This is an optimization exercise on Yosys and OpenROAD, whose aim is small area and a short achievable clock period, not a production implementation. Where RTL was checked, it was by simulation tests only, not by an equivalence proof against the original. No functional check of the RTL was part of runs 2 to 7. Power and IR drop assume default switching activity.

==> flow/config.mk <==
export PLATFORM = sky130hd
export DESIGN_NAME = Radix_2_div
export DESIGN_NICKNAME = Radix_2_div
export VERILOG_FILES = /design/flow/design.v
export SDC_FILE = /design/flow/constraint.sdc
export NUM_CORES = 4
export LEC_CHECK = 0
export CAP_MARGIN = 20
export CORE_MARGIN = 2
export CORE_UTILIZATION = 40
export SLEW_MARGIN = 20
==> flow/constraint.sdc <==
create_clock -name core_clock -period 4.0 [get_ports {clock}]
set_input_delay 0.8000 -clock core_clock [delete_from_list [all_inputs] [get_ports {clock}]]
set_output_delay 0.8000 -clock core_clock [all_outputs]
set_load 0.01 [all_outputs]
==> flow/design.v <==
`timescale 1ns/1ps
module Radix_2_div #(
parameter[3:0]	DSIZE	= 15,
parameter[3:0]	PSIZE	= 15
)(
	input				clock,
	input				rst,
	input [DSIZE-1:0]	divisor,
	input [DSIZE-1:0]	dividend,
	output[PSIZE-1:0]	quotient,
	output[3:0]			quoexp
);
localparam integer W = DSIZE + 1;	 
localparam integer P = PSIZE;
reg	[(P+1)*W-1:0]	divisor_r2;
reg	[(P+1)*W-1:0]	dividend_r2;
reg	[(P+1)*4-1:0]	divisor_exp;
reg	[P*P-1:0]		LQ;
reg	[P*P-1:0]		UQ;
reg	[3:0]		norm_exp;
reg	[W-1:0]		norm_div;
integer			NN;
always@(*)begin
	norm_exp	= {4{1'b1}};
	norm_div	= {{(W-1){1'b0}},1'b1} << (DSIZE-1);
	for(NN=0;NN<DSIZE;NN=NN+1)begin
		if(divisor[NN])begin
			norm_exp	= DSIZE-1-NN;
			norm_div	= {1'b0,divisor} << (DSIZE-1-NN);
		end
	end
end
always@(posedge clock,posedge rst)begin
	if(rst)begin
		divisor_exp[P*4 +: 4]	<= {4{1'b0}};
		divisor_r2[P*W +: W] 	<= {{(W-1){1'b0}},1'b1} << (DSIZE-1);
	end else begin
		divisor_exp[P*4 +: 4]	<= norm_exp;
		divisor_r2[P*W +: W]	<= norm_div;
	end
end
always@(posedge clock,posedge rst)begin
	if(rst)	dividend_r2[P*W +: W]	<= {W{1'b0}};
	else 	dividend_r2[P*W +: W]	<= {1'b0,dividend};
end
genvar II;
generate
for(II=1;II<=P;II=II+1)begin:GEN_TRANS
	wire	[W-1:0]	Z	= dividend_r2[II*W +: W];
	wire	[W-1:0]	D	= divisor_r2[II*W +: W];
	wire			pos	= (Z[W-1:W-2] == 2'b01);
	wire			neg	= (Z[W-1:W-2] == 2'b10);
	wire	[W-1:0]	S	= pos ? ((Z-D)<<1) : neg ? ((Z+D)<<1) : (Z<<1);
	always@(posedge clock,posedge rst)begin
		if(rst)	begin
			dividend_r2[(II-1)*W +: W]	<= {W{1'b0}};
			divisor_exp[(II-1)*4 +: 4]	<= {4{1'b0}};
			divisor_r2[(II-1)*W +: W]	<= {W{1'b0}};
			LQ[(II-1)*P+II-1]			<= 1'b0;
			UQ[(II-1)*P+II-1]			<= 1'b0;
		end else begin
			dividend_r2[(II-1)*W +: W]	<= S;
			divisor_exp[(II-1)*4 +: 4]	<= divisor_exp[II*4 +: 4];
			divisor_r2[(II-1)*W +: W]	<= divisor_r2[II*W +: W];
			LQ[(II-1)*P+II-1]			<= neg;
			UQ[(II-1)*P+II-1]			<= pos | neg;
		end
	end
	if(II < P)begin:GEN_SHIFT
		always@(posedge clock,posedge rst)begin
			if(rst)begin
				LQ[(II-1)*P+II +: P-II]	<= {(P-II){1'b0}};
				UQ[(II-1)*P+II +: P-II]	<= {(P-II){1'b0}};
			end else begin
				LQ[(II-1)*P+II +: P-II]	<= LQ[II*P+II +: P-II];
				UQ[(II-1)*P+II +: P-II]	<= UQ[II*P+II +: P-II];
			end
		end
	end
end
endgenerate
reg [P-1:0]	Qu;
always@(posedge clock,posedge rst)begin
	if(rst)		Qu	<= {P{1'b0}};
	else		Qu	<=  UQ[P-1:0] - {LQ[P-1:0]<<1};
end
reg	[3:0]	exp;
always@(posedge clock,posedge rst)begin
	if(rst)		exp	<= {4{1'b0}};
	else		exp	<= divisor_exp[3:0];
end
assign	quoexp		= exp;
assign	quotient	= Qu;
endmodule
==> flow/run.sh <==
#!/bin/bash
# synth_recipe.tcl (not shown) runs the flow's synth.tcl, then flattens the netlist and writes it again
# the make line also repeats each setting of config.mk as NAME=value (left out here)
make -C /OpenROAD-flow-scripts/flow DESIGN_CONFIG=/design/flow/config.mk WORK_HOME=/design/flow/orfs CLKGATE_MAP_FILE= SYNTH_SCRIPT=/design/flow/synth_recipe.tcl finish
==> results of run 1 <==
==> cells in the mapped netlist, drive strengths merged (10+ instances only) <==
| master | number | area, sq um |
|---|---|---|
| dfrtp | 729 | 18200 |
| inv | 442 | 1660 |
| ha | 392 | 4900 |
| a21oi | 365 | 1830 |
| nor2 | 256 | 961 |
| nand2 | 179 | 672 |
| o21ai | 160 | 801 |
| o22ai | 143 | 895 |
| clkbuf | 140 | 526 |
| nor3 | 82 | 410 |
| nand2b | 76 | 475 |
| nor2b | 72 | 450 |
| o21bai | 65 | 488 |
| nand3 | 64 | 330 |
| a21o | 55 | 415 |
| a22oi | 45 | 343 |
| o22a | 42 | 368 |
| o211ai | 39 | 303 |
| or3 | 38 | 238 |
| a22o | 36 | 317 |
| a211oi | 33 | 278 |
| mux2i | 33 | 330 |
| xnor2 | 30 | 263 |
| a221oi | 28 | 245 |
| and2 | 26 | 168 |
| fa | 26 | 521 |
| o31ai | 26 | 205 |
| xor2 | 24 | 210 |
| or2 | 23 | 144 |
| a31oi | 19 | 119 |
| buf | 17 | 70.1 |
| a2bb2oi | 16 | 140 |
| o221ai | 15 | 131 |
| a41oi | 14 | 153 |
| o21a | 14 | 105 |
| a221o | 12 | 123 |
| nor4 | 11 | 68.8 |
| o31a | 11 | 96.3 |
| o41ai | 11 | 156 |
| or4 | 11 | 82.6 |
| a2111oi | 10 | 126 |
| and3 | 10 | 67.6 |
==> critical path, stage by stage (launching register included) <==
cell,delay [ns]
dfrtp_1,0.39
ha_1,0.20
inv_1,0.06
fa_1,0.42
o21ba_2,0.22
o21bai_1,0.21
a21oi_1,0.13
o21ai_0,0.17
o21ai_0,0.28
o32ai_1,0.26
nor2_1,0.08
o311ai_0,0.39
a22o_1,0.20
==> per-stage QoR <==
step / instance area [sq um] / setup WS [ns]
CTS: 44400 / 1.06
finish: 44400 / 0.958
global placement: 41600 / 0.955
detailed placement: 41600 / 0.937
floorplan: 39500 / -6.79
global route: 44400 / 0.773
==> per-layer routing <==
layer	routed length [microns]	share of wire
met1	40900	0.47
met2	40900	0.47
met4	1760	0.020
met3	4060	0.046
met5	0	0
==> power by group through the flow <==
| stage | Sequential [mW] | Combinational, mW | Clock [mW] |
|---|---|---|---|
| finish | 11.1 | 17.1 | 7.64 |
| detailed placement | 11.3 | 16.8 | 0 |
| global route | 11.4 | 19.2 | 8.22 |
| floorplan | 10.8 | 13.0 | 0 |
| global placement | 11.3 | 16.7 | 0 |
| CTS | 11.2 | 16.9 | 7.89 |
==> final cells by class <==
| type | instances | area (sq um) |
|---|---|---|
| Timing Repair Buffer | 107 | 1030 |
| Tap cell | 1287 | 1610 |
| Clock inverter | 45 | 614 |
| Antenna cell | 1 | 2.50 |
| Inverter | 445 | 1670 |
| Sequential cell | 729 | 18200 |
| Fill cell | 9256 | 53800 |
| Multi-Input combinational cell | 2629 | 19000 |
| Clock buffer | 102 | 2200 |
==> cells by family (layout without fill, tap and decap cells) <==
logic type	Yosys count	count (layout)
AOI/OAI and AO/OA	1248	1248
and+or+nand+nor	867	867
DFF	729	729
buffers and inverters	602	699
adders and majority gates	418	418
xor gates and xnor gates	54	54
muxes	41	41
other	1	2
==> sequential cells by signal (all words and copies together) (netlist names) <==
signal	flops
Qu	15
GEN_TRANS.Z	212
divisor_exp	64
GEN_TRANS.D	209
UQ	120
exp	4
LQ	105
==> worst paths after layout <==
path / start / to / cells past startpoint
worst max-delay path: GEN_TRANS[9].D[1] / GEN_TRANS[8].Z[14] / 12
worst min-delay path: LQ[101] / LQ[86] / 0
worst max register to register: GEN_TRANS[9].D[1] / GEN_TRANS[8].Z[14] / 12
worst min register to register: LQ[101] / LQ[86] / 0
max in group asynchronous: rst / GEN_TRANS[14].Z[8] / 4
min in group asynchronous: rst / UQ[102] / 2
==> impl_results.md, run 1 <==
* Unique masters post-synth at just over 90
* Post-Synth Simple-Gate Area at 0.106
* Gpl congestion at 0.867
* Hold WC Path Type: reg2reg
* Clock network power share at 0.213
* Die Width at about 320 microns
* Adder-cell share of the synthesized area at 0.137
* Top FF cell, synth: dfrtp_1
* Initial Util at 0.403
* WL per Instance at roughly 16 microns
* Clock Latency Late Sink at approximately 0.66 ns
* Input/output buffers at 50
* Die ar. at ~0.1 sq mm
* Die Ht at about 320 microns
* Cell Rows at approximately 120
* P&R area growth vs syn at 12.3%
* DRC at 0
* Headroom to the max-slew limit at 0.262
* GRT Total Usage at 0.174
* Hold slack at approximately 0.33 ns
* Unrepaired setup endpoints after global routing: no
* Total power at ~36 mW
* Final HPWL DP at 64600 microns
* Net switching power at between 10 and 15 mW
* Post-synthesis mux area share at 0.0106
* Switching Share at 0.410
* Power Density at roughly 810 mW/mm^2
* Largest net degree at the start of global routing at 90
* Sink Count at 729
* GRT met1 Usage at 0.246
* Combinational cell fraction of total power at 0.477
* Clock Path Buffers at 3
* Routed WL at 87600 microns
* Layout cells sized above 1 at 0.0702
* Fmax at roughly 330 MHz
* Slew Limit Fails at 0
* Vias at 28.8k
* Setup Crit Path Kind: reg2reg
* Worst-case clock skew at about 0.036 ns
* MaxCap Viol Count at 0
* Core Region at just under 0.1 sq mm
* Outcome: no timing/DRC/antenna violations
* TritonCTS clock tree: built
* Placed insts at 5197
* Startpoint Class: flip-flop
* Post-DR vias/cell at ~5.4
* Synthesis-stage register bit count at 729
* Pint at 21.2 mW
* Number of global-route vias before repair at between 20k and 30k
* Commonest non-fill, non-tap cell in the layout: dfrtp_1
* Post-synthesis sequential area ratio at 0.462
* Lkg Pwr at ~20 nW
* Post-CTS Resized at 0
* Post-synth ARST share at 1.00
* Drt first pass iters at 6
* YS warnings at 1
* Worst EP required at 4.60 ns
* Clock buffer count from CTS at 80
* Compound-gate portion of the synthesized area at 0.214
* Final non-filler cell total at around 5.3k
* Worst-Margin Slew at around 1.1 ns
* GRT met2 Usage at 0.282
* VDD IR max at 349 uV
* Final core utilization at 0.452
* Final setup violation count at 0
* Worst EP arrival at 3.64 ns
* First-pass GRT wire length at roughly 150000 microns
* Post-synth EDFFs at 0
* Most frequent cells in the layout: dfrtp_1, inv_1, ha_1
* Post-CTS Setup Bufs at 0
* DR iter-0 viols at 2113
* Cells after Synth at approximately 4.0k
* Critical path peak fanout at 4
* Setup crit end kind: flip-flop
* XOR/XNOR share of the synthesized area at 0.0120
* Setup slack, reg-to-reg at approximately 0.96 ns
* # IOs at just over 50
* Fin nets at between 4k and 5k
* Clock transition at path regs at approximately 0.060 ns
* GRT met3 Usage at 0.0242
* Total grt overflow at 0
* Largest family of logic cells by synthesized area: compound AO/OA/AOI/OAI gates
* Tmin final at between 3 and 4 ns
* Avg Cell Area, Syn at 9.98 sq um
* Setup Total Neg Slack at 0 ns
* Post-Syn Area at roughly 0.040 sq mm
* Antenna violations before repair at 2
* GRT busiest layer: met2
* CTS root buf: clkbuf_16
* Hold_buf cts at 0
* Syn nets at between 4k and 5k
* Antenna Nets Post-Route at 0
* Final Hold Vio Count at 0
* Seq pwr share at 0.310
* Final period util at 0.761
* H-tree depth at 3
==> inputs of run 2 (changes only) <==
==> flow/design.v (replaced) <==
`timescale 1ns/1ps
module Radix_2_div #(
parameter[3:0]	DSIZE	= 15,
parameter[3:0]	PSIZE	= 15
)(
	input				clock,
	input				rst,
	input [DSIZE-1:0]	divisor,
	input [DSIZE-1:0]	dividend,
	output[PSIZE-1:0]	quotient,
	output[3:0]			quoexp
);
localparam [15:0] FOLD = 16'b0010_0100_1001_0000;
function integer pend;	 
	input integer t;
	integer k;
	begin
		pend = 1;
		for (k = 2; k <= t; k = k + 1)
			pend = FOLD[k] ? 1 : pend + 1;
	end
endfunction
reg	[14:0]	n1, d1;
always @(posedge clock) begin
	n1	<= dividend;
	d1	<= divisor;
end
wire [15:0]	y0 = {d1, 1'b0};
wire		s3 = ~|y0[15:8];
wire [15:0]	y1 = s3 ? {y0[7:0], 8'b0} : y0;
wire		s2 = ~|y1[15:12];
wire [15:0]	y2 = s2 ? {y1[11:0], 4'b0} : y1;
wire		s1 = ~|y2[15:14];
wire [15:0]	y3 = s1 ? {y2[13:0], 2'b0} : y2;
wire		s0 = ~y3[15];
wire [15:0]	y4 = s0 ? {y3[14:0], 1'b0} : y3;
reg	[14*15-1:0]	Zf;	 
reg	[14*14-1:0]	Df;	 
reg	[15*4-1:0]	Ef;	 
reg	[15*15-1:0]	Bf;	 
reg	[15*15-1:0]	Lf;	 
reg	[1:0]		Ztop;	 
always @(posedge clock) begin
	Zf[0 +: 15]	<= n1;
	Df[0 +: 14]	<= y4[14:1];
	Ef[0 +: 4]	<= {s3, s2, s1, s0};
end
genvar t;
generate
for (t = 1; t <= 14; t = t + 1) begin: STEP
	wire [15:0]	Z	= (t == 1) ? {1'b0, Zf[0 +: 15]} : {Zf[(t-1)*15 +: 15], 1'b0};
	wire		pos	= ~Z[15] &  Z[14];
	wire		neg	=  Z[15] & ~Z[14];
	wire [14:0]	Dx	= {1'b1, Df[(t-1)*14 +: 14]};
	wire [14:0]	op	= ({15{pos}} & ~Dx) | ({15{neg}} & Dx);
	wire [14:0]	S	= Z[14:0] + op + {14'b0, pos};
	always @(posedge clock) begin
		Ef[t*4 +: 4]	<= Ef[(t-1)*4 +: 4];
	end
	if (t < 14) begin: KEEPZ
		always @(posedge clock) begin
			Zf[t*15 +: 15]	<= S;
			Df[t*14 +: 14]	<= Df[(t-1)*14 +: 14];
		end
	end else begin: LASTZ
		always @(posedge clock) Ztop <= S[14:13];
	end
	if (t == 1) begin: QFIRST
		always @(posedge clock) begin
			Bf[15 +: 1]	<= pos | neg;
			Lf[15 +: 1]	<= neg;
		end
	end else if (FOLD[t]) begin: QFOLD
		localparam integer P = pend(t-1);
		wire [t-2:0]	Bp	= Bf[(t-1)*15 +: t-1];
		wire [P-1:0]	Lp	= Lf[(t-1)*15 +: P];
		wire [t-2:0]	Bn	= Bp - {Lp, 1'b0};
		always @(posedge clock) begin
			Bf[t*15 +: t]	<= {Bn, pos | neg};
			Lf[t*15 +: 1]	<= neg;
		end
	end else begin: QSHIFT
		localparam integer P = pend(t-1);
		always @(posedge clock) begin
			Bf[t*15 +: t]		<= {Bf[(t-1)*15 +: t-1], pos | neg};
			Lf[t*15 +: P+1]	<= {Lf[(t-1)*15 +: P], neg};
		end
	end
end
endgenerate
localparam integer PL = pend(14);
wire		pos0	= ~Ztop[1] &  Ztop[0];
wire		neg0	=  Ztop[1] & ~Ztop[0];
wire [14:0]	Qfin	= {Bf[14*15 +: 14], pos0 | neg0} - {Lf[14*15 +: PL], neg0, 1'b0};
reg	[4:0]	cnt;
always @(posedge clock, posedge rst) begin
	if (rst)			cnt	<= 5'd0;
	else if (!cnt[4])	cnt	<= cnt + 5'd1;
end
reg	[14:0]	Qu;
reg	[3:0]	exp;
always @(posedge clock, posedge rst) begin
	if (rst) begin
		Qu	<= 15'd0;
		exp	<= 4'd0;
	end else begin
		Qu	<= cnt[4] ? Qfin : 15'd0;
		exp	<= cnt[4] ? Ef[14*4 +: 4] : 4'd0;
	end
end
assign	quotient	= Qu;
assign	quoexp		= exp;
endmodule
==> run 2 against run 1 <==
Still clean. Power is 19% lower. Combinational power decreased by 23%. Worst setup slack lost 0.18 ns. Hold slack got worse by 0.026 ns. Utilization grew 0.81 points. Largest cell class is now flip-flops and latches. Maximum frequency down 5.7%. Via count down 45%. Final cell count down 40%. Non-clock buffer count down 55. Sequential cell count decreased by 78. Critical path type unchanged. Critical path depth shrank 1.
==> impl_results.md, run 2 <==
* Input/output buffers at 50 (unchanged)
* Startpoint Class: flip-flop
* Post-DR vias/cell at 4.88 (-9.4%)
* Vias at 15.8k (-45%)
* Die Width at 258 microns (-19%)
* Most frequent cells in the layout: dfxtp_1, ha_1, mux2_2
* Post-Syn Area at 0.0259 sq mm (-34%)
* H-tree depth at 3 (unchanged)
* Setup Total Neg Slack at 0 ns (unchanged)
* CP endpoint: Zf[209]
* Drt first pass iters at 7 (+1)
* Crit-path cells: inv_1 > ha_1 > mux2_2 > ha_1 > fa_1 > a211oi_1 > o211ai_1 > a41oi_1 > o21ai_0 > a21oi_1 > xor2_1
* VDD IR max at 494 uV (+42%)
* Worst-case clock skew at 0.0252 ns (-0.0105 ns)
* Hold WC Path Type: reg2reg
* Cells after Synth at 2231 (-44%)
* Capture point of the worst reg-to-reg path: Zf[209]
* Largest net degree at the start of global routing at 25 (-72%)
* Antenna violations before repair at 1 (-1)
* Pint at 18.6 mW (-12%)
* WL per Instance at 15.6 microns (-4.7%)
* Post-synth ARST share at 0.0369 (-0.963)
* Sink Count at 651 (-11%)
* Post-synth EDFFs at 0 (unchanged)
* Avg Cell Area, Syn at 11.6 sq um (+16%)
* Antenna Nets Post-Route at 0 (unchanged)
* P&R area growth vs syn at 14.2%
* Fmax at 310 MHz (-5.7%)
* Setup crit end kind: flip-flop
* Area contributors post-synth: dfxtp_1, ha_1, mux2_2
* Seq pwr share at 0.337 (+0.027)
* Total grt overflow at 0 (unchanged)
* Flip-flop and latch area at 0.0132 sq mm (-28%)
* Most frequent cell after synthesis: dfxtp_1
* Top FF cell, synth: dfxtp_1
* Max reg flops at 210 (-0.94%)
* Final Hold Vio Count at 0 (unchanged)
* GRT Total Usage at 0.152 (-0.0219)
* YS warnings at 1 (unchanged)
* Antenna diodes at 0 (-1)
* Placed insts at 3102 (-40%)
* Clock buffer count from CTS at 68 (-15%)
* Clock Path Buffers at 3 (unchanged)
* Cell Rows at 93 (-19%)
* Clock network power share at 0.213 (about the same)
* First-pass GRT wire length at 82300 microns (-44%)
* Syn nets at 2553 (-42%)
* Levels on crit path at 11 (-1)
* Post-CTS Resized at 0 (unchanged)
* Final non-filler cell total at 3226 (-40%)
* Setup Crit Path Kind: reg2reg
* Worst EP arrival at 3.75 ns (+0.11 ns)
* Top cell type's share of synthesized area at 0.485 (+0.0232)
* Reg2Reg Launch Point: Zf[193]
* Number of global-route vias before repair at 16.3k (-43%)
* Worst EP required at 4.52 ns (-0.08 ns)
* Routed WL at 50400 microns (-43%)
* Critical-path top delay cell: fa_1
* Gpl congestion at 0.839 (-3.3%)
* Most used cell, CP: ha_1
* Setup slack, reg-to-reg at 0.77 ns (-0.18 ns)
* Clock transition at path regs at 0.06 ns (about the same)
* Die Ht at 258 microns (-19%)
* Power Density at 986 mW/mm^2 (+22%)
* R2R depth at 11 (-1)
* CTS root buf: clkbuf_16
* Post-CTS Setup Bufs at 0 (unchanged)
* Final period util at 0.806 (+0.0457)
* MaxCap Viol Count at 0 (unchanged)
* Headroom to the max-slew limit at 0.431 (+0.169)
* Outcome: no timing/DRC/antenna violations
* Net switching power at 10.6 mW (-28%)
* Combinational cell fraction of total power at 0.450 (-0.027)
* Fillers at 5877 (-37%)
* Switching Share at 0.362 (-0.0474)
* DR iter-0 viols at 564 (-73%)
* Initial Util at 0.403 (about the same)
* Worst-Margin Slew at 0.853 ns (-0.252 ns)
* Die ar. at 0.0668 sq mm (-34%)
* Synth area leader: dfxtp_1
* TritonCTS clock tree: built
* DRC at 0 (unchanged)
* Clock Latency Late Sink at 0.59 ns (-0.07 ns)
* Hold_buf cts at 0 (unchanged)
* Unique masters post-synth at 58 (-36%)
* Core Region at 0.0642 sq mm (-35%)
* Crit path max-delay family: compound AO/OA/AOI/OAI gates
* Critical path peak fanout at 15 (+11)
* Synthesis-stage register bit count at 651 (-11%)
* Final HPWL DP at 38700 microns (-40%)
* CP startpoint: Zf[193]
* Fin nets at 2639 (-41%)
* Final setup violation count at 0 (unchanged)
* Buf/Inv on CP at 1 (unchanged)
* Layout cells sized above 1 at 0.132 (+0.0613)
* # IOs at 51 (unchanged)
* Post-synthesis sequential area ratio at 0.508 (+0.0464)
* Commonest non-fill, non-tap cell in the layout: dfxtp_1
* Synth cell count leaders: dfxtp_1, ha_1, mux2_2
* Lkg Pwr at 13.3 nW (-35%)
* Unrepaired setup endpoints after global routing: no
* Multi-input gate area at 0.0123 sq mm (-35%)
* Slew Limit Fails at 0 (unchanged)
* Tmin final at 3.23 ns (+0.183 ns)
* Worst path max stage delay at 0.45 ns (+0.03 ns)
==> run 2: cell count changes in the layout (fill, tap and decap cells not counted), sizes merged, moves of 61 or more <==
cell / delta
nor2b: -61
dfrtp: -705
dfxtp: +627
inv: -356
a21oi: -232
mux2: +174
o21ai: -63
o22ai: -142
nor2: -157
ha: -120
nand2: -136
xnor2: +101
==> run 2: how the worst min path moves through the flow <==
stage	start	endpoint	slack (ns)	depth (start not counted)
2_1_floorplan	STEP[7].genblk2.QFOLD.Bp[0]	Bf[106]	0.31	0
3_3_place_gp	Bf[107]	Bf[123]	0.31	0
3_5_place_dp	STEP[10].genblk2.QFOLD.Bp[0]	Bf[151]	0.31	0
4_1_cts	Bf[206]	Bf[222]	0.31	0
5_1_grt	Ef[7]	Ef[11]	0.32	0
6_report	Bf[206]	Bf[222]	0.31	0
==> run 2: layout make-up <==
class | count | share of cell area
clock buffer | 96 | 0.0666
clock inverter | 28 | 0.00939
inverter | 82 | 0.0104
multi-input combinational | 1462 | 0.415
sequential | 651 | 0.445
tap | 855 | 0.0362
timing repair buffer | 52 | 0.0174
==> run 2: cells by family (layout without fill, tap and decap cells) <==
family | after synthesis | in the layout | share of synthesized area
AOI/OAI and AO/OA | 456 | 456 | 0.115
xor gates and xnor gates | 197 | 197 | 0.0667
adders and majority gates | 290 | 290 | 0.145
buffers and inverters | 118 | 258 | 0.0177
DFF | 651 | 651 | 0.508
muxes | 201 | 201 | 0.0865
and+or+nand+nor | 318 | 318 | 0.0609
==> run 2: routing by layer <==
metal	track usage	routed length (microns)	vias up
met5	0	0	-
met4	0.0478	1240	0
met1	0.183	22500	7342
met2	0.274	25000	239
li1	-	-	8075
met3	0.0284	1680	96
==> run 2: power groups by stage <==
| stage | Sequential [mW] | Combinational, mW | Clock (mW) |
|---|---|---|---|
| floorplan | 9.57 | 10.3 | 0 |
| global placement | 10.0 | 12.9 | 0 |
| detailed placement | 10.0 | 13.1 | 0 |
| CTS | 9.90 | 13.2 | 6.42 |
| global route | 10.1 | 14.8 | 6.69 |
| finish | 9.84 | 13.1 | 6.21 |
==> run 2: metrics by stage <==
stage / util / hold slack (ns) / power [mW] / instance area (sq um) / worst slack (ns)
3_5_place_dp: 0.425 / 0.312 / 23.1 / 27300 / 0.821
2_1_floorplan: - / 0.310 / 19.8 / 25900 / 1.08
6_report: 0.460 / 0.305 / 29.2 / 29600 / 0.775
3_3_place_gp: 0.425 / 0.310 / 22.9 / 27300 / 0.937
4_1_cts: 0.460 / 0.305 / 29.5 / 29600 / 0.794
5_1_grt: 0.460 / 0.320 / 31.5 / 29600 / 0.482
==> inputs of run 3 (changes only) <==
--- a/flow/config.mk
+++ b/flow/config.mk
@@ -9,3 +9,4 @@
 export CORE_MARGIN = 2
 export CORE_UTILIZATION = 40
+export SETUP_SLACK_MARGIN = 1.8
 export SLEW_MARGIN = 20
==> run 3 against run 2 <==
Utilization up 7.0 points. Critical path type unchanged. Area after synthesis unchanged. Count of clock-buffer cells in the layout up 2. Sequential power about the same. Power up 18%. Critical path depth unchanged. Clock power up 4.8%. Still clean on timing, DRC and antenna. Die area unchanged. Combinational power up 37%. Hold slack better by 0.014 ns.
==> impl_results.md, run 3 <==
* Slew Limit Fails at 0 (unchanged)
* Unrepaired setup endpoints after global routing: yes
* Hold wc startpoint: Lf[76]
* Clock transition at path regs at 0.06 ns (about the same)
* Setup ws final at 1.32 ns (+0.544 ns)
* Total grt overflow at 0 (unchanged)
* YS warnings at 1 (unchanged)
* Final Hold Vio Count at 0 (unchanged)
* H-tree depth at 3 (unchanged)
* Setup Total Neg Slack at 0 ns (unchanged)
* CTS root buf: clkbuf_16
* Headroom to the max-slew limit at 0.450 (+0.0194)
* Layout cells sized above 1 at 0.342 (+0.211)
* Adder-cell share of the synthesized area at 0.145 (unchanged)
* VDD IR max at 587 uV (+19%)
* Post-synthesis sequential area ratio at 0.508 (unchanged)
* Most frequent cell after synthesis: dfxtp_1
* DR iter-0 viols at 669 (+19%)
* Hold WC Path Type: reg2reg
* Clock buffer count from CTS at 68 (unchanged)
* Clock Path Buffers at 3 (unchanged)
* Post-DR vias/cell at 4.91 (+0.50%)
* Setup crit end kind: flip-flop
* Dpl ws at 1.31 ns (+0.486 ns)
* Worst-case clock skew at 0.0201 ns (-0.00510 ns)
* # IOs at 51 (unchanged)
* Sink Count at 651 (unchanged)
* Drt first pass iters at 6 (-1)
* Startpoint Class: flip-flop
* Antenna violations before repair at 0 (-1)
* Fmax at 373 MHz (+20%)
* Final setup violation count at 0 (unchanged)
* Post-Syn Area at 0.0259 sq mm (unchanged)
* Syn nets at 2553 (unchanged)
* Outcome: no timing/DRC/antenna violations
* Power Density at 1010 mW/mm^2 (+2.7%)
* Tmin final at 2.68 ns (-0.544 ns)
* TritonCTS clock tree: built
* Vias at 16.8k (+6.6%)
* Largest family of logic cells by synthesized area: adder cells
* Worst-Margin Slew at 0.824 ns (-0.0290 ns)
* R2R depth at 11 (unchanged)
* GRT met3 Usage at 0.0257 (-0.00264)
* First-pass GRT wire length at 87600 microns (+6.4%)
* Net switching power at 12.5 mW (+18%)
* Synth area leader: dfxtp_1
* Worst EP arrival at 3.20 ns (-0.55 ns)
* Cells after Synth at 2231 (unchanged)
* Avg Cell Area, Syn at 11.6 sq um (unchanged)
* Antenna diodes at 0 (unchanged)
* Largest net degree at the start of global routing at 25 (unchanged)
* Lkg Pwr at 14.7 nW (+10%)
* Gpl congestion at 0.844 (+0.62%)
* Final instance area at 0.0341 sq mm (+15%)
* Post-synth EDFFs at 0 (unchanged)
* MaxCap Viol Count at 0 (unchanged)
* Multi-input gate area at 0.0149 sq mm (+22%)
* Input/output buffers at 50 (unchanged)
* Fin nets at 2836 (+7.5%)
* Combinational cell fraction of total power at 0.518 (+0.068)
* Most frequent cells in the layout: dfxtp_1, ha_1, buf_4
* GRT met1 Usage at 0.193 (+0.00994)
* P&R area growth vs syn at 31.6%
* Seq pwr share at 0.293 (-0.044)
* Commonest non-fill, non-tap cell in the layout: dfxtp_1
* Post-Synth Simple-Gate Area at 0.0609 (unchanged)
* Die Ht at 258 microns (unchanged)
* Reg2Reg Launch Point: Zf[163]
* DP Area at 0.0282 sq mm (+3.2%)
* Routed WL at 55400 microns (+9.9%)
* Area contributors post-synth: dfxtp_1, ha_1, mux2_2
* Min-Delay Endpoint: STEP[7].genblk2.QFOLD.Lp[2]
* Worst EP required at 4.51 ns (about the same)
* Cell Rows at 93 (unchanged)
* DRC at 0 (unchanged)
* Post-synthesis mux area share at 0.0865 (unchanged)
* Setup Crit Path Kind: reg2reg
* Unique masters post-synth at 58 (unchanged)
* GRT met2 Usage at 0.293 (+0.0194)
* Compound-gate portion of the synthesized area at 0.115 (unchanged)
* Clock Latency Late Sink at 0.60 ns (about the same)
* Flip-flop and latch area at 0.0132 sq mm (+0.42%)
* Clock network power share at 0.189 (-0.024)
* Hold_buf cts at 0 (unchanged)
* Die ar. at 0.0668 sq mm (unchanged)
* Synth cell count leaders: dfxtp_1, ha_1, mux2_2
* GRT Total Usage at 0.162 (+0.00951)
* Core Region at 0.0642 sq mm (unchanged)
* Number of global-route vias before repair at 17.4k (+7.0%)
* Hold Path Stages at 0 (unchanged)
* Final HPWL DP at 36900 microns (-4.7%)
* Die Width at 258 microns (unchanged)
* Fillers at 5422 (-7.7%)
* Capture point of the worst reg-to-reg path: Zf[179]
* Switching Share at 0.362 (about the same)
* Max reg flops at 210 (unchanged)
* XOR/XNOR share of the synthesized area at 0.0667 (unchanged)
* WL per Instance at 16.2 microns (+3.6%)
* Critical path peak fanout at 5 (-10)
* Synthesis-stage register bit count at 651 (unchanged)
* Top FF cell, synth: dfxtp_1
* Initial Util at 0.403 (unchanged)
* Final period util at 0.670 (-0.136)
* Setup slack, reg-to-reg at 1.32 ns (+0.54 ns)
* Pint at 22.0 mW (+18%)
* Top cell type's share of synthesized area at 0.485 (unchanged)
* GRT busiest layer: met2
* Antenna Nets Post-Route at 0 (unchanged)
* Post-synth ARST share at 0.0369 (unchanged)
* Final core utilization at 0.530 (+0.0698)
==> run 3: cell counts after synthesis <==
Identical to the previous run, type by type.
==> run 3: worst max path at each step <==
stage	startpoint	endpoint	depth (start not counted)
after global placement	Zf[163]	Zf[179]	11
after detailed placement	Zf[163]	Zf[179]	11
after floorplan	Zf[89]	Zf[104]	12
after CTS	Zf[163]	Zf[177]	11
after global routing	Zf[163]	Zf[179]	11
final	Zf[163]	Zf[179]	11
==> run 3: kinds of logic after synthesis <==
family / Yosys count
DFF: 651
and+or+nand+nor: 318
xor gates and xnor gates: 197
adders and majority gates: 290
buffers and inverters: 118
AOI/OAI and AO/OA: 456
muxes: 201
==> run 3: through the flow <==
| step | hold WS, ns | power [mW] | std cells |
|---|---|---|---|
| final | 0.319 | 34.5 | 3421 |
| after detailed placement | 0.312 | 24.0 | 3102 |
| after floorplan | 0.310 | 21.1 | 2231 |
| after global placement | 0.311 | 23.8 | 3102 |
| after global routing | 0.327 | 36.9 | 3421 |
| after CTS | 0.316 | 32.7 | 3362 |
==> run 3: final cells by class <==
class	instances	share of cell area
Inverter	82	0.00955
Sequential cell	651	0.388
Timing Repair Buffer	248	0.0634
Multi-Input combinational cell	1463	0.439
Tap cell	855	0.0314
Clock buffer	98	0.0593
Clock inverter	24	0.00985
==> run 3: per-layer routing <==
| layer | part of all wire | vias up |
|---|---|---|
| li1 | - | 8465 |
| met5 | 0 | - |
| met3 | 0.029 | 99 |
| met4 | 0.024 | 0 |
| met1 | 0.43 | 7988 |
| met2 | 0.51 | 236 |
==> run 3: worst max-delay path: stages (launching register included) <==
cell	delay (ns)
dfxtp_2	0.36
inv_2	0.06
ha_4	0.19
mux2_4	0.28
ha_4	0.17
fa_2	0.34
a211oi_2	0.23
o211ai_1	0.20
a41oi_2	0.33
o21ai_1	0.11
a21oi_1	0.18
xor2_1	0.15
==> run 3: power by group through the flow <==
| stage | combinational [mW] | sequential (mW) | clock, mW |
|---|---|---|---|
| after floorplan | 11.4 | 9.70 | 0 |
| after global placement | 13.7 | 10.1 | 0 |
| after detailed placement | 13.9 | 10.1 | 0 |
| after CTS | 15.9 | 10.1 | 6.68 |
| after global routing | 19.6 | 10.3 | 6.95 |
| final | 17.9 | 10.1 | 6.51 |
==> run 3: timing repair <==
item,CTS,global route
setup endpoints to repair,136,137
pin swaps,169,156
resized for setup,215,191
gates cloned,1,0
buffers inserted,137,59
==> inputs of run 4 (changes only) <==
--- a/flow/design.v
+++ b/flow/design.v
@@ -19,4 +19,28 @@
 		for (k = 2; k <= t; k = k + 1)
 			pend = FOLD[k] ? 1 : pend + 1;
+	end
+endfunction
+function [14:0] add15;
+	input [14:0] a, b;
+	input cin;
+	reg [14:0] g, p, G, P, Gn, Pn;
+	integer i, l;
+	begin
+		g = a & b;
+		p = a ^ b;
+		G = g;
+		P = p;
+		G[0] = g[0] | (p[0] & cin);
+		P[0] = 1'b0;
+		for (l = 1; l < 16; l = l * 2) begin
+			Gn = G; Pn = P;
+			for (i = 0; i < 15; i = i + 1)
+				if (i & l) begin
+					Gn[i] = G[i] | (P[i] & G[(i & ~(l-1)) - 1]);
+					Pn[i] = P[i] & P[(i & ~(l-1)) - 1];
+				end
+			G = Gn; P = Pn;
+		end
+		add15 = p ^ {G[13:0], cin};
 	end
 endfunction
@@ -54,5 +78,5 @@
 	wire [14:0]	Dx	= {1'b1, Df[(t-1)*14 +: 14]};
 	wire [14:0]	op	= ({15{pos}} & ~Dx) | ({15{neg}} & Dx);
-	wire [14:0]	S	= Z[14:0] + op + {14'b0, pos};
+	wire [14:0]	S	= add15(Z[14:0], op, pos);
 	always @(posedge clock) begin
 		Ef[t*4 +: 4]	<= Ef[(t-1)*4 +: 4];
==> run 4 against run 3 <==
Largest power group unchanged. Still clean on timing, DRC and antenna. Maximum frequency is 5.1% lower. Sequential cell count unchanged. Power shrank 0.31%. Cell area is essentially flat. Clock power rose by 6.5%. Area after synthesis shrank 3.4%.
==> impl_results.md, run 4 <==
* Outcome: no timing/DRC/antenna violations
* Levels on crit path at 12 (+1)
* Layout cells sized above 1 at 0.397 (+0.0544)
* P&R area growth vs syn at 36.2%
* Gpl congestion at 0.827 (-2.1%)
* Syn nets at 2414 (-5.4%)
* Tmin final at 2.82 ns (+0.143 ns)
* Most frequent cell after synthesis: dfxtp_1
* Fin nets at 2770 (-2.3%)
* Largest net degree at the start of global routing at 25 (unchanged)
* Avg Cell Area, Syn at 12.0 sq um (+3.2%)
* Critical-path top delay cell: fa_2
* Slew Limit Fails at 0 (unchanged)
* Worst path max stage delay at 0.45 ns (+0.09 ns)
* Crit-path cells: inv_4 > ha_4 > buf_4 > mux2_2 > ha_4 > a21oi_1 > nand2_2 > or2_4 > a21o_1 > a21oi_2 > fa_2 > inv_1
* DR iter-0 viols at 558 (-17%)
* Most frequent cells in the layout: dfxtp_1, buf_4, inv_1
* Post-Syn Area at 0.0250 sq mm (-3.4%)
* Buf/Inv on CP at 3 (+2)
* GRT Total Usage at 0.161 (-0.00103)
* Unrepaired setup endpoints after global routing: yes
* Clock Path Buffers at 3 (unchanged)
* Worst-Margin Slew at 0.845 ns (+0.0209 ns)
* Total grt overflow at 0 (unchanged)
* TritonCTS clock tree: built
* Final core utilization at 0.552 (+0.0218)
* Synthesis-stage register bit count at 651 (unchanged)
* Unique masters post-synth at 62 (+6.9%)
* YS warnings at 1 (unchanged)
* DP Area at 0.0277 sq mm (-1.9%)
* Final HPWL DP at 32600 microns (-12%)
* Cell Rows at 91 (-2.2%)
* Headroom to the max-slew limit at 0.436 (-0.0140)
* CP startpoint: Zf[29]
* Drt first pass iters at 5 (-1)
* Number of global-route vias before repair at 16.7k (-4.3%)
* Cells after Synth at 2090 (-6.3%)
* Final Hold Vio Count at 0 (unchanged)
* Top FF cell, synth: dfxtp_1
* Placed insts at 2943 (-5.1%)
* Top cell type's share of synthesized area at 0.502 (+0.0168)
* Clock buffer count from CTS at 69 (+1.5%)
* Hold WC Path Type: reg2reg
* Final instance area at 0.0341 sq mm (about the same)
* Core Region at 0.0617 sq mm (-3.9%)
* First-pass GRT wire length at 82700 microns (-5.6%)
* Final non-filler cell total at 3336 (-2.5%)
* Vias at 15.8k (-5.9%)
* Clock Latency Late Sink at 0.60 ns (about the same)
* Reg2Reg Launch Point: Zf[29]
* WL per Instance at 15.4 microns (-4.7%)
* Hold Path Stages at 0 (unchanged)
* Worst EP arrival at 3.37 ns (+0.17 ns)
* Most used cell, CP: ha_4
* Setup Total Neg Slack at 0 ns (unchanged)
* R2R depth at 12 (+1)
* Lkg Pwr at 15.1 nW (+2.6%)
* Final period util at 0.706 (+0.0358)
* Post-DR vias/cell at 4.74 (-3.5%)
* Crit path max-delay family: adder cells
* Capture point of the worst reg-to-reg path: Zf[38]
* CP endpoint: Zf[38]
* CTS root buf: clkbuf_16
* Die Width at 254 microns (-1.7%)
* Setup crit end kind: flip-flop
* Routed WL at 51400 microns (-7.1%)
* VDD IR max at 369 uV (-37%)
* Area contributors post-synth: dfxtp_1, ha_1, mux2_2
* MaxCap Viol Count at 0 (unchanged)
* Commonest non-fill, non-tap cell in the layout: dfxtp_1
* Synth cell count leaders: dfxtp_1, ha_1, inv_1
* DRC at 0 (unchanged)
* Setup Crit Path Kind: reg2reg
* Hold slack at 0.321 ns (+0.00180 ns)
* Critical path peak fanout at 10 (+5)
* Post-synth EDFFs at 0 (unchanged)
* Input/output buffers at 50 (unchanged)
* H-tree depth at 3 (unchanged)
* Synth area leader: dfxtp_1
* Initial Util at 0.405 (+0.00238)
* Antenna diodes at 0 (unchanged)
* Antenna violations before repair at 0 (unchanged)
* Worst EP required at 4.54 ns (+0.03 ns)
* Final setup violation count at 0 (unchanged)
* Startpoint Class: flip-flop
* Hold_buf cts at 0 (unchanged)
* Worst-case clock skew at 0.0263 ns (+0.00615 ns)
* Sink Count at 651 (unchanged)
* Die Ht at 254 microns (-1.7%)
* Die ar. at 0.0646 sq mm (-3.3%)
* Post-synth ARST share at 0.0369 (unchanged)
* Antenna Nets Post-Route at 0 (unchanged)
* Fmax at 354 MHz (-5.1%)
* Post-synthesis sequential area ratio at 0.526 (+0.0176)
* Clock transition at path regs at 0.06 ns (about the same)
* Max reg flops at 210 (unchanged)
* # IOs at 51 (unchanged)
* Power Density at 1010 mW/mm^2 (-0.34%)
* Setup slack, reg-to-reg at 1.18 ns (-0.14 ns)
==> run 4: cell count changes in the layout (fill, tap and decap cells not counted), moves of 21 or more <==
cell,change
a21o_1,-46
a21oi_1,-67
buf_6,+57
fa_2,+26
inv_1,+102
nor2_1,-38
o21ai_0,-31
o21ai_1,-21
xnor2_1,-50
==> run 4: cell type report <==
type | instances | area, sq um
timing repair buffer | 318 | 2860
inverter | 203 | 779
clock buffer | 90 | 1970
fill | 4996 | 27700
clock inverter | 34 | 557
tap | 837 | 1050
sequential | 651 | 13200
multi-input combinational | 1203 | 13600
==> run 4: routing by layer <==
| metal | vias up | part of all wire | global-route usage |
|---|---|---|---|
| met4 | 0 | 0.034 | 0.0650 |
| met1 | 7647 | 0.41 | 0.180 |
| met3 | 122 | 0.031 | 0.0301 |
| li1 | 7798 | - | - |
| met2 | 232 | 0.52 | 0.298 |
| met5 | - | 0 | 0 |
==> run 4: logic make-up (layout without fill, tap and decap cells) <==
family,Yosys count,after routing,synth area share
xor gates and xnor gates,159,159,0.0557
muxes,201,201,0.0891
adders and majority gates,292,292,0.163
AOI/OAI and AO/OA,236,237,0.0649
buffers and inverters,237,645,0.0365
DFF,651,651,0.526
and+or+nand+nor,314,314,0.0649
==> run 4: worst min-delay path by stage <==
| stage | start | to | slack (ns) |
|---|---|---|---|
| CTS | Bf[168] | STEP[13].genblk2.QFOLD.Bp[4] | 0.32 |
| global route | n1[7] | Zf[7] | 0.32 |
| global placement | Ef[55] | Ef[59] | 0.31 |
| detailed placement | Bf[159] | Bf[175] | 0.31 |
| floorplan | n1[14] | Zf[14] | 0.31 |
| finish | n1[7] | Zf[7] | 0.32 |
==> run 4: per-stage QoR <==
stage,setup slack (ns),power [mW]
3_3_place_gp,1.21,22.4
4_1_cts,1.16,33.0
5_1_grt,1.09,36.8
3_5_place_dp,1.13,22.6
2_1_floorplan,1.28,19.8
6_report,1.18,34.4
==> run 4: power by group <==
| part | internal (mW) | total (mW) | switching (mW) |
|---|---|---|---|
| Sequential | 8.85 | 10.0 | 1.15 |
| Clock | 4.39 | 6.93 | 2.55 |
| Combinational | 9.34 | 17.5 | 8.12 |
==> run 4: repair_timing <==
action	CTS	global route
setup buffers	199	67
setup endpoints to repair	168	152
resized for setup	273	140
gates cloned	3	0
pin swaps	168	115
==> inputs of run 5 (changes only) <==
--- a/flow/design.v
+++ b/flow/design.v
@@ -21,26 +21,15 @@
 	end
 endfunction
-function [14:0] add15;
-	input [14:0] a, b;
-	input cin;
-	reg [14:0] g, p, G, P, Gn, Pn;
-	integer i, l;
+function [14:0] srt_step;
+	input [14:0] z;
+	input pos, neg;
+	input [13:0] d;
+	reg [14:0] dx, op;
+	reg [15:0] s;
 	begin
-		g = a & b;
-		p = a ^ b;
-		G = g;
-		P = p;
-		G[0] = g[0] | (p[0] & cin);
-		P[0] = 1'b0;
-		for (l = 1; l < 16; l = l * 2) begin
-			Gn = G; Pn = P;
-			for (i = 0; i < 15; i = i + 1)
-				if (i & l) begin
-					Gn[i] = G[i] | (P[i] & G[(i & ~(l-1)) - 1]);
-					Pn[i] = P[i] & P[(i & ~(l-1)) - 1];
-				end
-			G = Gn; P = Pn;
-		end
-		add15 = p ^ {G[13:0], cin};
+		dx = {1'b1, d};
+		op = ({15{pos}} & ~dx) | ({15{neg}} & dx);
+		s = {z, 1'b1} + {op, pos};
+		srt_step = s[15:1];
 	end
 endfunction
@@ -60,11 +49,13 @@
 wire [15:0]	y4 = s0 ? {y3[14:0], 1'b0} : y3;
 reg	[14*15-1:0]	Zf;	 
+reg	[14:0]		Pf, Nf;	 
 reg	[14*14-1:0]	Df;	 
 reg	[15*4-1:0]	Ef;	 
 reg	[15*15-1:0]	Bf;	 
 reg	[15*15-1:0]	Lf;	 
-reg	[1:0]		Ztop;	 
 always @(posedge clock) begin
 	Zf[0 +: 15]	<= n1;
+	Pf[0]		<= n1[14];
+	Nf[0]		<= 1'b0;
 	Df[0 +: 14]	<= y4[14:1];
 	Ef[0 +: 4]	<= {s3, s2, s1, s0};
@@ -73,20 +64,19 @@
 generate
 for (t = 1; t <= 14; t = t + 1) begin: STEP
-	wire [15:0]	Z	= (t == 1) ? {1'b0, Zf[0 +: 15]} : {Zf[(t-1)*15 +: 15], 1'b0};
-	wire		pos	= ~Z[15] &  Z[14];
-	wire		neg	=  Z[15] & ~Z[14];
-	wire [14:0]	Dx	= {1'b1, Df[(t-1)*14 +: 14]};
-	wire [14:0]	op	= ({15{pos}} & ~Dx) | ({15{neg}} & Dx);
-	wire [14:0]	S	= add15(Z[14:0], op, pos);
+	wire [14:0]	Z	= (t == 1) ? Zf[0 +: 15] : {Zf[(t-1)*15 +: 14], 1'b0};
+	wire		pos	= Pf[t-1];
+	wire		neg	= Nf[t-1];
+	wire [14:0]	S	= srt_step(Z, pos, neg, Df[(t-1)*14 +: 14]);
 	always @(posedge clock) begin
 		Ef[t*4 +: 4]	<= Ef[(t-1)*4 +: 4];
+		Pf[t]			<= ~S[14] &  S[13];
+		Nf[t]			<=  S[14] & ~S[13];
 	end
 	if (t < 14) begin: KEEPZ
 		always @(posedge clock) begin
-			Zf[t*15 +: 15]	<= S;
+			Zf[t*15 +: 14]	<= S[13:0];
 			Df[t*14 +: 14]	<= Df[(t-1)*14 +: 14];
 		end
 	end else begin: LASTZ
-		always @(posedge clock) Ztop <= S[14:13];
 	end
 	if (t == 1) begin: QFIRST
@@ -114,6 +104,6 @@
 endgenerate
 localparam integer PL = pend(14);
-wire		pos0	= ~Ztop[1] &  Ztop[0];
-wire		neg0	=  Ztop[1] & ~Ztop[0];
+wire		pos0	= Pf[14];
+wire		neg0	= Nf[14];
 wire [14:0]	Qfin	= {Bf[14*15 +: 14], pos0 | neg0} - {Lf[14*15 +: PL], neg0, 1'b0};
 reg	[4:0]	cnt;
--- a/flow/config.mk
+++ b/flow/config.mk
@@ -9,4 +9,3 @@
 export CORE_MARGIN = 2
 export CORE_UTILIZATION = 40
-export SETUP_SLACK_MARGIN = 1.8
 export SLEW_MARGIN = 20
==> run 5 against run 4 <==
Clock power down 3.6%. First-iteration DRC count grew 10%. Synthesized cell count up 11%. Clock skew fell by 0.015 ns. Still clean on timing, DRC and antenna. Highest routed layer unchanged.
==> impl_results.md, run 5 <==
* Outcome: no timing/DRC/antenna violations
* Clock Latency Late Sink at 0.60 ns (about the same)
* Antenna diodes at 0 (unchanged)
* DRC at 0 (unchanged)
* Crit-path cells: mux2_2 > ha_1 > a21oi_1 > o21ai_1 > a2111oi_1 > o21ai_1 > and2_1 > o211a_1 > nor3_1
* Hold wc startpoint: Ef[33]
* Placed insts at 3186 (+8.3%)
* Cell Rows at 93 (+2.2%)
* Vias at 16.4k (+3.8%)
* Fillers at 5797 (+16%)
* Hold_buf cts at 0 (unchanged)
* Sink Count at 664 (+2.0%)
* Post-synth ARST share at 0.0361 (-0.000722)
* Clock transition at path regs at 0.06 ns (about the same)
* Worst path max stage delay at 0.67 ns (+0.22 ns)
* Clock Path Buffers at 3 (unchanged)
* Reg2Reg Launch Point: Nf[4]
* Antenna violations before repair at 0 (unchanged)
* Hold WC Path Type: reg2reg
* Cells after Synth at 2316 (+11%)
* CTS root buf: clkbuf_16
* Startpoint Class: flip-flop
* Top cell type's share of synthesized area at 0.492 (-0.00952)
* Synth area leader: dfxtp_1
* Final Hold Vio Count at 0 (unchanged)
* Final HPWL DP at 34500 microns (+5.7%)
* Worst-Margin Slew at 0.879 ns (+0.0340 ns)
* Power Density at 975 mW/mm^2 (-3.5%)
* Area contributors post-synth: dfxtp_1, ha_1, mux2_2
* MaxCap Viol Count at 0 (unchanged)
* Synthesis-stage register bit count at 664 (+2.0%)
* Unique masters post-synth at 80 (+29%)
* # IOs at 51 (unchanged)
* CP endpoint: Pf[5]
* Critical path peak fanout at 18 (+8)
* DR iter-0 viols at 616 (+10%)
* Total grt overflow at 0 (unchanged)
* Initial Util at 0.404 (-0.000877)
* Setup Crit Path Kind: reg2reg
* Setup slack, reg-to-reg at 1.08 ns (-0.10 ns)
* Gpl congestion at 0.827 (about the same)
* VDD IR max at 386 uV (+4.6%)
* Lkg Pwr at 13.2 nW (-12%)
* Tmin final at 2.92 ns (+0.0985 ns)
* Most frequent cells in the layout: dfxtp_1, ha_1, mux2_2
* Fmax at 342 MHz (-3.4%)
* Setup Total Neg Slack at 0 ns (unchanged)
* GRT Total Usage at 0.141 (-0.0198)
* Unrepaired setup endpoints after global routing: no
* Final period util at 0.731 (+0.0246)
* Capture point of the worst reg-to-reg path: Pf[5]
* Post-DR vias/cell at 4.95 (+4.6%)
* Critical-path top delay cell: dfxtp_1
* Commonest non-fill, non-tap cell in the layout: dfxtp_1
* Slew Limit Fails at 0 (unchanged)
* Top FF cell, synth: dfxtp_1
* Die ar. at 0.0671 sq mm (+4.0%)
* Syn nets at 2562 (+6.1%)
* Levels on crit path at 9 (-3)
* Worst-case clock skew at 0.0115 ns (-0.0147 ns)
* First-pass GRT wire length at 79200 microns (-4.3%)
* WL per Instance at 14.0 microns (-8.9%)
* Post-Syn Area at 0.0260 sq mm (+4.0%)
* Headroom to the max-slew limit at 0.410 (-0.0264)
* Die Width at 259 microns (+2.0%)
* Core Region at 0.0643 sq mm (+4.3%)
* Clock buffer count from CTS at 69 (unchanged)
* Avg Cell Area, Syn at 11.2 sq um (-6.1%)
* Largest net degree at the start of global routing at 25 (unchanged)
* Buf/Inv on CP at 0 (-3)
* Worst EP required at 4.53 ns (about the same)
* TritonCTS clock tree: built
* Drt first pass iters at 5 (unchanged)
* H-tree depth at 3 (unchanged)
* Die Ht at 259 microns (+2.0%)
* Antenna Nets Post-Route at 0 (unchanged)
* Crit path max-delay family: compound AO/OA/AOI/OAI gates
* Final setup violation count at 0 (unchanged)
* Input/output buffers at 50 (unchanged)
* Number of global-route vias before repair at 16.9k (+1.3%)
* Worst EP arrival at 3.45 ns (+0.08 ns)
* Fin nets at 2648 (-4.4%)
* Setup crit end kind: flip-flop
* YS warnings at 1 (unchanged)
* Most used cell, CP: o21ai_1
* P&R area growth vs syn at 14.7%
* Post-synth EDFFs at 0 (unchanged)
* Post-synthesis sequential area ratio at 0.515 (-0.0104)
* R2R depth at 9 (-3)
* Routed WL at 46500 microns (-9.6%)
* Final non-filler cell total at 3312 (-0.72%)
* Layout cells sized above 1 at 0.137 (-0.259)
* Synth cell count leaders: dfxtp_1, ha_1, mux2_2
* Post-CTS Resized at 0 (-100%)
* CP startpoint: Nf[4]
* Most frequent cell after synthesis: dfxtp_1
* Final core utilization at 0.464 (-0.0878)
* Max reg flops at 197 (-6.2%)
* Post-CTS Setup Bufs at 0 (-100%)
==> run 5: cell count changes in the layout (fill, tap and decap cells not counted), moves of 44 or more <==
cell and delta:
buf_4 -168, a21oi_1 +131, buf_6 -95, ha_4 -95, inv_1 -95, ha_1 +70, mux2_2 +56, nand2_1 +56
o21ai_0 +52, dfxtp_1 +44, xnor2_1 +44
==> run 5: per-layer routing <==
layer,up-vias,wire length [microns],GRT usage
met1,7642,20100,0.159
li1,8416,-,-
met5,-,0,0
met2,238,23600,0.262
met4,0,1420,0.0541
met3,108,1440,0.0265
==> run 5: cells by family (layout without fill, tap and decap cells) <==
family | count (synthesis) | in the layout | synth area share
buffers and inverters | 100 | 241 | 0.0159
XOR/XNOR | 203 | 203 | 0.0683
multiplexers | 205 | 205 | 0.0881
AND/OR/NAND/NOR | 441 | 441 | 0.0860
adder cells (fa/ha/maj) | 214 | 214 | 0.104
flip-flops | 664 | 664 | 0.515
AO/OA/AOI/OAI | 489 | 489 | 0.122
==> run 5: power breakdown <==
| part | internal (mW) | switching (mW) |
|---|---|---|
| Sequential | 8.94 | 1.22 |
| Combinational | 5.86 | 6.41 |
| Clock | 4.05 | 2.63 |
| Total | 18.8 | 10.3 |
==> run 5: worst min-delay path by stage <==
stage	cells after the start	slack, ns	to
2_1_floorplan	0	0.31	Bf[106]
3_3_place_gp	0	0.31	Ef[46]
3_5_place_dp	0	0.31	Bf[174]
4_1_cts	0	0.31	Ef[34]
5_1_grt	0	0.32	Ef[47]
6_report	0	0.32	Ef[37]
==> run 5: cell type report <==
type	count	area (sq um)	area share
repair buffers	50	500	0.0168
clock buffers	90	1940	0.0649
well taps	855	1070	0.0358
multi-input cells	1552	12200	0.409
flip-flops and latches	664	13400	0.449
inverters	65	249	0.00834
clock inverters	36	485	0.0163
==> run 5: per-stage QoR <==
step / hold slack [ns] / cell area (sq um) / setup WS, ns / power, mW
6_report: 0.317 / 29900 / 1.08 / 29.1
3_3_place_gp: 0.310 / 27400 / 1.08 / 22.3
5_1_grt: 0.323 / 29900 / 0.809 / 31.4
3_5_place_dp: 0.312 / 27400 / 1.08 / 22.5
2_1_floorplan: 0.310 / 26000 / 1.50 / 19.8
4_1_cts: 0.310 / 29900 / 1.06 / 29.4
==> inputs of run 6 (changes only) <==
--- a/flow/config.mk
+++ b/flow/config.mk
@@ -9,3 +9,4 @@
 export CORE_MARGIN = 2
 export CORE_UTILIZATION = 40
+export SETUP_SLACK_MARGIN = 0.8
 export SLEW_MARGIN = 20
==> run 6 against run 5 <==
Clock power is essentially flat. Largest cell class unchanged. Non-clock buffer count is the same. Die area is the same.
==> impl_results.md, run 6 <==
* Post-DR vias/cell at 4.95 (unchanged)
* Multi-input gate area at 0.0122 sq mm (unchanged)
* VDD IR max at 386 uV (unchanged)
* Post-CTS Resized at 0 (unchanged)
* Final HPWL DP at 34500 microns (unchanged)
* Flip-flop and latch area at 0.0134 sq mm (unchanged)
* Fin nets at 2648 (unchanged)
* Most used cell, CP: o21ai_1
* Synthesis-stage register bit count at 664 (unchanged)
* Post-CTS Setup Bufs at 0 (unchanged)
* Setup crit end kind: flip-flop
* Worst EP required at 4.53 ns (about the same)
* Cells after Synth at 2316 (unchanged)
* Antenna violations before repair at 0 (unchanged)
* GRT Total Usage at 0.141 (unchanged)
* Lkg Pwr at 13.2 nW (unchanged)
* Final period util at 0.731 (unchanged)
* P&R area growth vs syn at 14.7% (unchanged)
* Clock buffer count from CTS at 69 (unchanged)
* Layout cells sized above 1 at 0.137 (unchanged)
* Antenna Nets Post-Route at 0 (unchanged)
* Headroom to the max-slew limit at 0.410 (unchanged)
* Fmax at 342 MHz (unchanged)
* Clock transition at path regs at 0.06 ns (about the same)
* Syn nets at 2562 (unchanged)
* H-tree depth at 3 (unchanged)
* Top Metal Used: met4
* Core Region at 0.0643 sq mm (unchanged)
* Unrepaired setup endpoints after global routing: no
* Antenna diodes at 0 (unchanged)
* Setup Total Neg Slack at 0 ns (unchanged)
* Slew Limit Fails at 0 (unchanged)
* Critical-path top delay cell: dfxtp_1
* Gpl congestion at 0.827 (unchanged)
* Tmin final at 2.92 ns (unchanged)
* Die Width at 259 microns (unchanged)
* Worst-Margin Slew at 0.879 ns (unchanged)
* Met3 wire length at 1440 microns (unchanged)
* Hold WC Path Type: reg2reg
* Worst path max stage delay at 0.67 ns (about the same)
* CTS root buf: clkbuf_16
* Reg2Reg Launch Point: Nf[4]
* Post-Route M1 WL at 20100 microns (unchanged)
* # IOs at 51 (unchanged)
* Sink Count at 664 (unchanged)
* MaxCap Viol Count at 0 (unchanged)
* Die ar. at 0.0671 sq mm (unchanged)
* Final Hold Vio Count at 0 (unchanged)
* Synth cell count leaders: dfxtp_1, ha_1, mux2_2
* Worst-case clock skew at 0.0115 ns (unchanged)
* Crit path max-delay family: compound AO/OA/AOI/OAI gates
* Top FF cell, synth: dfxtp_1
* Clock Latency Late Sink at 0.60 ns (about the same)
* Setup Crit Path Kind: reg2reg
* DR iter-0 viols at 616 (unchanged)
* Hold wc startpoint: Ef[33]
* Hold Path Stages at 0 (unchanged)
* Post-synth EDFFs at 0 (unchanged)
* Hold_buf cts at 0 (unchanged)
* Vias at 16.4k (unchanged)
* Commonest non-fill, non-tap cell in the layout: dfxtp_1
* Drt first pass iters at 5 (unchanged)
* Total grt overflow at 0 (unchanged)
* Avg Cell Area, Syn at 11.2 sq um (unchanged)
* Number of global-route vias before repair at 16.9k (unchanged)
* Unique masters post-synth at 80 (unchanged)
* Initial Util at 0.404 (unchanged)
* Levels on crit path at 9 (unchanged)
* TritonCTS clock tree: built
* Critical path peak fanout at 18 (unchanged)
* Post-synth ARST share at 0.0361 (unchanged)
* Max reg flops at 197 (unchanged)
* Routed WL at 46500 microns (unchanged)
* YS warnings at 1 (unchanged)
* Setup ws final at 1.08 ns (unchanged)
* Capture point of the worst reg-to-reg path: Pf[5]
* Startpoint Class: flip-flop
* Crit-path cells: mux2_2 > ha_1 > a21oi_1 > o21ai_1 > a2111oi_1 > o21ai_1 > and2_1 > o211a_1 > nor3_1
* Final setup violation count at 0 (unchanged)
* Largest net degree at the start of global routing at 25 (unchanged)
* Post-synthesis sequential area ratio at 0.515 (unchanged)
* Most frequent cell after synthesis: dfxtp_1
* Top cell type's share of synthesized area at 0.492 (unchanged)
* Dpl ws at 1.08 ns (unchanged)
* Worst EP arrival at 3.45 ns (about the same)
* Setup slack, reg-to-reg at 1.08 ns (about the same)
* Fillers at 5797 (unchanged)
* Post-Syn Area at 0.0260 sq mm (unchanged)
* Cell Rows at 93 (unchanged)
* Routed met2 length at 23600 microns (unchanged)
* Most frequent cells in the layout: dfxtp_1, ha_1, mux2_2
* Power Density at 975 mW/mm^2 (unchanged)
* Outcome: no timing/DRC/antenna violations
* Synth area leader: dfxtp_1
* Min-Delay Endpoint: Ef[37]
* Area contributors post-synth: dfxtp_1, ha_1, mux2_2
* DRC at 0 (unchanged)
* Clock Path Buffers at 3 (unchanged)
* Input/output buffers at 50 (unchanged)
* WL per Instance at 14.0 microns (unchanged)
* Buf/Inv on CP at 0 (unchanged)
* R2R depth at 9 (unchanged)
* First-pass GRT wire length at 79200 microns (unchanged)
* Die Ht at 259 microns (unchanged)
run 6: cell counts in the layout (fill, tap and decap cells not counted):
Identical to the previous run, type by type.
run 6: metrics by stage:
stage | cells | instance area, sq um | util | hold slack, ns | power [mW]
5_1_grt | 3312 | 29900 | 0.464 | 0.323 | 31.4
3_5_place_dp | 3186 | 27400 | 0.426 | 0.312 | 22.5
4_1_cts | 3312 | 29900 | 0.464 | 0.310 | 29.4
6_report | 3312 | 29900 | 0.464 | 0.317 | 29.1
3_3_place_gp | 3186 | 27400 | 0.426 | 0.310 | 22.3
2_1_floorplan | 2316 | 26000 | - | 0.310 | 19.8
run 6: worst max path at each step:
| stage | startpoint | end | slack, ns |
|---|---|---|---|
| after floorplan | Pf[11] | Nf[12] | 1.50 |
| after global placement | STEP[1].Z[14] | Pf[1] | 1.08 |
| final | Nf[4] | Pf[5] | 1.08 |
| after detailed placement | Nf[13] | Pf[14] | 1.08 |
| after global routing | Nf[4] | Pf[5] | 0.81 |
| after CTS | Nf[13] | Pf[14] | 1.06 |
run 6: final cells by class:
type                       count  share of cell area
timing repair buffer          50              0.0168
tap                          855              0.0358
clock inverter                36              0.0163
clock buffer                  90              0.0649
multi-input combinational   1552               0.409
sequential                   664               0.449
inverter                      65             0.00834
run 6: where the power goes:
group | internal (mW) | leakage, nW | switching [mW]
registers | 8.94 | 5.67 | 1.22
clock network | 4.05 | 1.20 | 2.63
logic | 5.86 | 6.32 | 6.41
total | 18.8 | 13.2 | 10.3
run 6: worst register-to-register path, stage by stage (launching register included):
cell,delay [ns]
dfxtp_1,0.67
mux2_2,0.27
ha_1,0.26
a21oi_1,0.22
o21ai_1,0.12
a2111oi_1,0.51
o21ai_1,0.15
and2_1,0.20
o211a_1,0.26
nor3_1,0.18
run 6: routing by layer:
metal  GRT usage  up-vias
met5           0        -
met4      0.0541        0
met3      0.0265      108
met2       0.262      238
met1       0.159     7642
li1            -     8416
run 6: logic make-up (layout without fill, tap and decap cells):
logic type | count (synthesis) | after routing | synth area share
compound gates | 489 | 489 | 0.122
xor+xnor | 203 | 203 | 0.0683
fa+ha+maj | 214 | 214 | 0.104
buf+inv | 100 | 241 | 0.0159
flops | 664 | 664 | 0.515
mux | 205 | 205 | 0.0881
simple gates | 441 | 441 | 0.0860
==> inputs of run 7 (changes only) <==
--- a/flow/config.mk
+++ b/flow/config.mk
@@ -9,4 +9,4 @@
 export CORE_MARGIN = 2
 export CORE_UTILIZATION = 40
-export SETUP_SLACK_MARGIN = 0.8
+export SETUP_SLACK_MARGIN = 1.3
 export SLEW_MARGIN = 20
==> run 7 against run 6 <==
Maximum frequency increased by 13%. Sequential power about the same. Die area unchanged. Global-route usage about the same. Routed wire length increased by 0.96%. Sequential share of layout area decreased by 0.31 points. First-iteration DRC count decreased by 0.81%. Synthesized cell count unchanged. Via count increased by 0.44%. Sequential cell count unchanged.
==> impl_results.md, run 7 <==
* Fillers at 5779 (-0.31%)
* Max reg flops at 197 (unchanged)
* Hold slack at 0.316 ns (-0.000203 ns)
* Top cell type's share of synthesized area at 0.492 (unchanged)
* Antenna violations before repair at 0 (unchanged)
* Input/output buffers at 50 (unchanged)
* Clock buffer count from CTS at 69 (unchanged)
* TritonCTS clock tree: built
* MaxCap Viol Count at 0 (unchanged)
* WL per Instance at 14.1 microns (+0.57%)
* Cell Rows at 93 (unchanged)
* Synthesis-stage register bit count at 664 (unchanged)
* Largest net degree at the start of global routing at 25 (unchanged)
* Slew Limit Fails at 0 (unchanged)
* YS warnings at 1 (unchanged)
* Sink Count at 664 (unchanged)
* Initial Util at 0.404 (unchanged)
* Lkg Pwr at 13.3 nW (+0.82%)
* Total power at 29.4 mW (+1.1%)
* Top FF cell, synth: dfxtp_1
* Post-Syn Area at 0.0260 sq mm (unchanged)
* DRC at 0 (unchanged)
* GRT Total Usage at 0.141 (+0.000279)
* Synth area leader: dfxtp_1
* Vias at 16.5k (+0.44%)
* Post-synthesis sequential area ratio at 0.515 (unchanged)
* Pint at 19.0 mW (+0.88%)
* Die ar. at 0.0671 sq mm (unchanged)
* Unrepaired setup endpoints after global routing: yes
* Total grt overflow at 0 (unchanged)
* Seq pwr share at 0.347 (-0.002)
* Final period util at 0.649 (-0.0819)
* Avg Cell Area, Syn at 11.2 sq um (unchanged)
* Layout cells sized above 1 at 0.164 (+0.0272)
* Area contributors post-synth: dfxtp_1, ha_1, mux2_2
* CTS root buf: clkbuf_16
* Worst EP required at 4.53 ns (about the same)
* Routed WL at 47000 microns (+0.96%)
* Outcome: no timing/DRC/antenna violations
* P&R area growth vs syn at 16.0%
* Setup Total Neg Slack at 0 ns (unchanged)
* Syn nets at 2562 (unchanged)
* Fin nets at 2661 (+0.49%)
* Headroom to the max-slew limit at 0.431 (+0.0209)
* # IOs at 51 (unchanged)
* Final core utilization at 0.469 (+0.00498)
* Hold_buf cts at 0 (unchanged)
* Post-DR vias/cell at 4.96 (about the same)
* Clock Path Buffers at 3 (unchanged)
* Combinational cell fraction of total power at 0.426 (+0.004)
* Gpl congestion at 0.827 (unchanged)
* Die Width at 259 microns (unchanged)
* Switching Share at 0.354 (+0.00125)
* Die Ht at 259 microns (unchanged)
* H-tree depth at 3 (unchanged)
* VDD IR max at 386 uV (about the same)
* Post-synth ARST share at 0.0361 (unchanged)
* Critical path peak fanout at 18 (unchanged)
* Fmax at 385 MHz (+13%)
* Setup crit end kind: flip-flop
* Drt first pass iters at 5 (unchanged)
* Clock transition at path regs at 0.06 ns (about the same)
* Cells after Synth at 2316 (unchanged)
* Clock network power share at 0.227 (-0.002)
* Clock Latency Late Sink at 0.60 ns (about the same)
* Power Density at 975 mW/mm^2 (about the same)
* Multi-input gate area at 0.0124 sq mm (+1.2%)
* Post-synth EDFFs at 0 (unchanged)
* Unique masters post-synth at 80 (unchanged)
* Net switching power at 10.4 mW (+1.4%)
* Tmin final at 2.60 ns (-0.328 ns)
## run 7: critical path: stages (launching register included)
cell,delay [ns]
dfxtp_2,0.42
mux2_2,0.31
ha_1,0.34
a21o_1,0.19
a21oi_2,0.19
o221ai_2,0.19
a221o_1,0.39
a21o_1,0.19
a21oi_1,0.17
xnor2_1,0.13
## run 7: repair_timing
item | CTS | global route
pin swaps | 0 | 9
buffers inserted | 0 | 13
setup endpoints to repair | 42 | 48
resized for setup | 31 | 38
## run 7: cell families (layout without fill, tap and decap cells)
logic type / after synthesis / in the layout / synth area share
DFF: 664 / 664 / 0.515
AOI/OAI and AO/OA: 489 / 489 / 0.122
and+or+nand+nor: 441 / 441 / 0.0860
adders and majority gates: 214 / 214 / 0.104
muxes: 205 / 205 / 0.0881
xor gates and xnor gates: 203 / 203 / 0.0683
buffers and inverters: 100 / 254 / 0.0159
## run 7: power groups by stage
stage / Sequential [mW] / Combinational [mW] / Clock [mW]
final: 10.2 / 12.5 / 6.68
after global routing: 10.5 / 14.1 / 7.15
after CTS: 10.2 / 12.3 / 6.89
after detailed placement: 10.3 / 12.2 / 0
after global placement: 10.3 / 12.0 / 0
after floorplan: 9.77 / 10.1 / 0
## run 7: final timing paths
check                             from       endpoint  slack, ns  cells past startpoint
worst max-delay path             Nf[1]  STEP[3].Z[13]       1.40                      9
worst max register to register   Nf[1]  STEP[3].Z[13]       1.40                      9
worst min-delay path            Ef[33]         Ef[37]       0.32                      0
max in group asynchronous          rst         Qu[12]       2.79                      2
min in group asynchronous          rst          Qu[0]       0.68                      2
worst min register to register  Ef[33]         Ef[37]       0.32                      0
## run 7: final cells by class
type,count,share of cell area
clock buffer,90,0.0642
clock inverter,36,0.0161
inverter,65,0.00825
multi-input combinational,1552,0.409
sequential,664,0.446
tap,855,0.0354
timing repair buffer,63,0.0206
## run 7: routing by layer
| layer | vias to the layer above | wire (microns) | global-route usage |
|---|---|---|---|
| met2 | 235 | 23900 | 0.262 |
| met3 | 113 | 1440 | 0.0266 |
| met4 | 0 | 1450 | 0.0548 |
| li1 | 8435 | - | - |
| met5 | - | 0 | 0 |
| met1 | 7693 | 20200 | 0.159 |
## run 7: through the flow
stage | cells | worst slack (ns) | cell area (sq um)
after floorplan | 2316 | 1.50 | 26000
after global placement | 3186 | 1.08 | 27400
after detailed placement | 3186 | 1.08 | 27400
after CTS | 3312 | 1.24 | 29900
after global routing | 3325 | 1.23 | 30200
final | 3325 | 1.40 | 30200

Re-timed with assumed drivers on the ports (clkbuf_16 on the clock, buf_2 on other inputs), run 7 has 1.405 ns of setup slack against 1.405 ns with ideal ports, and 1.405 ns once port delays also move by the mid clock arrival of 0.653 ns.
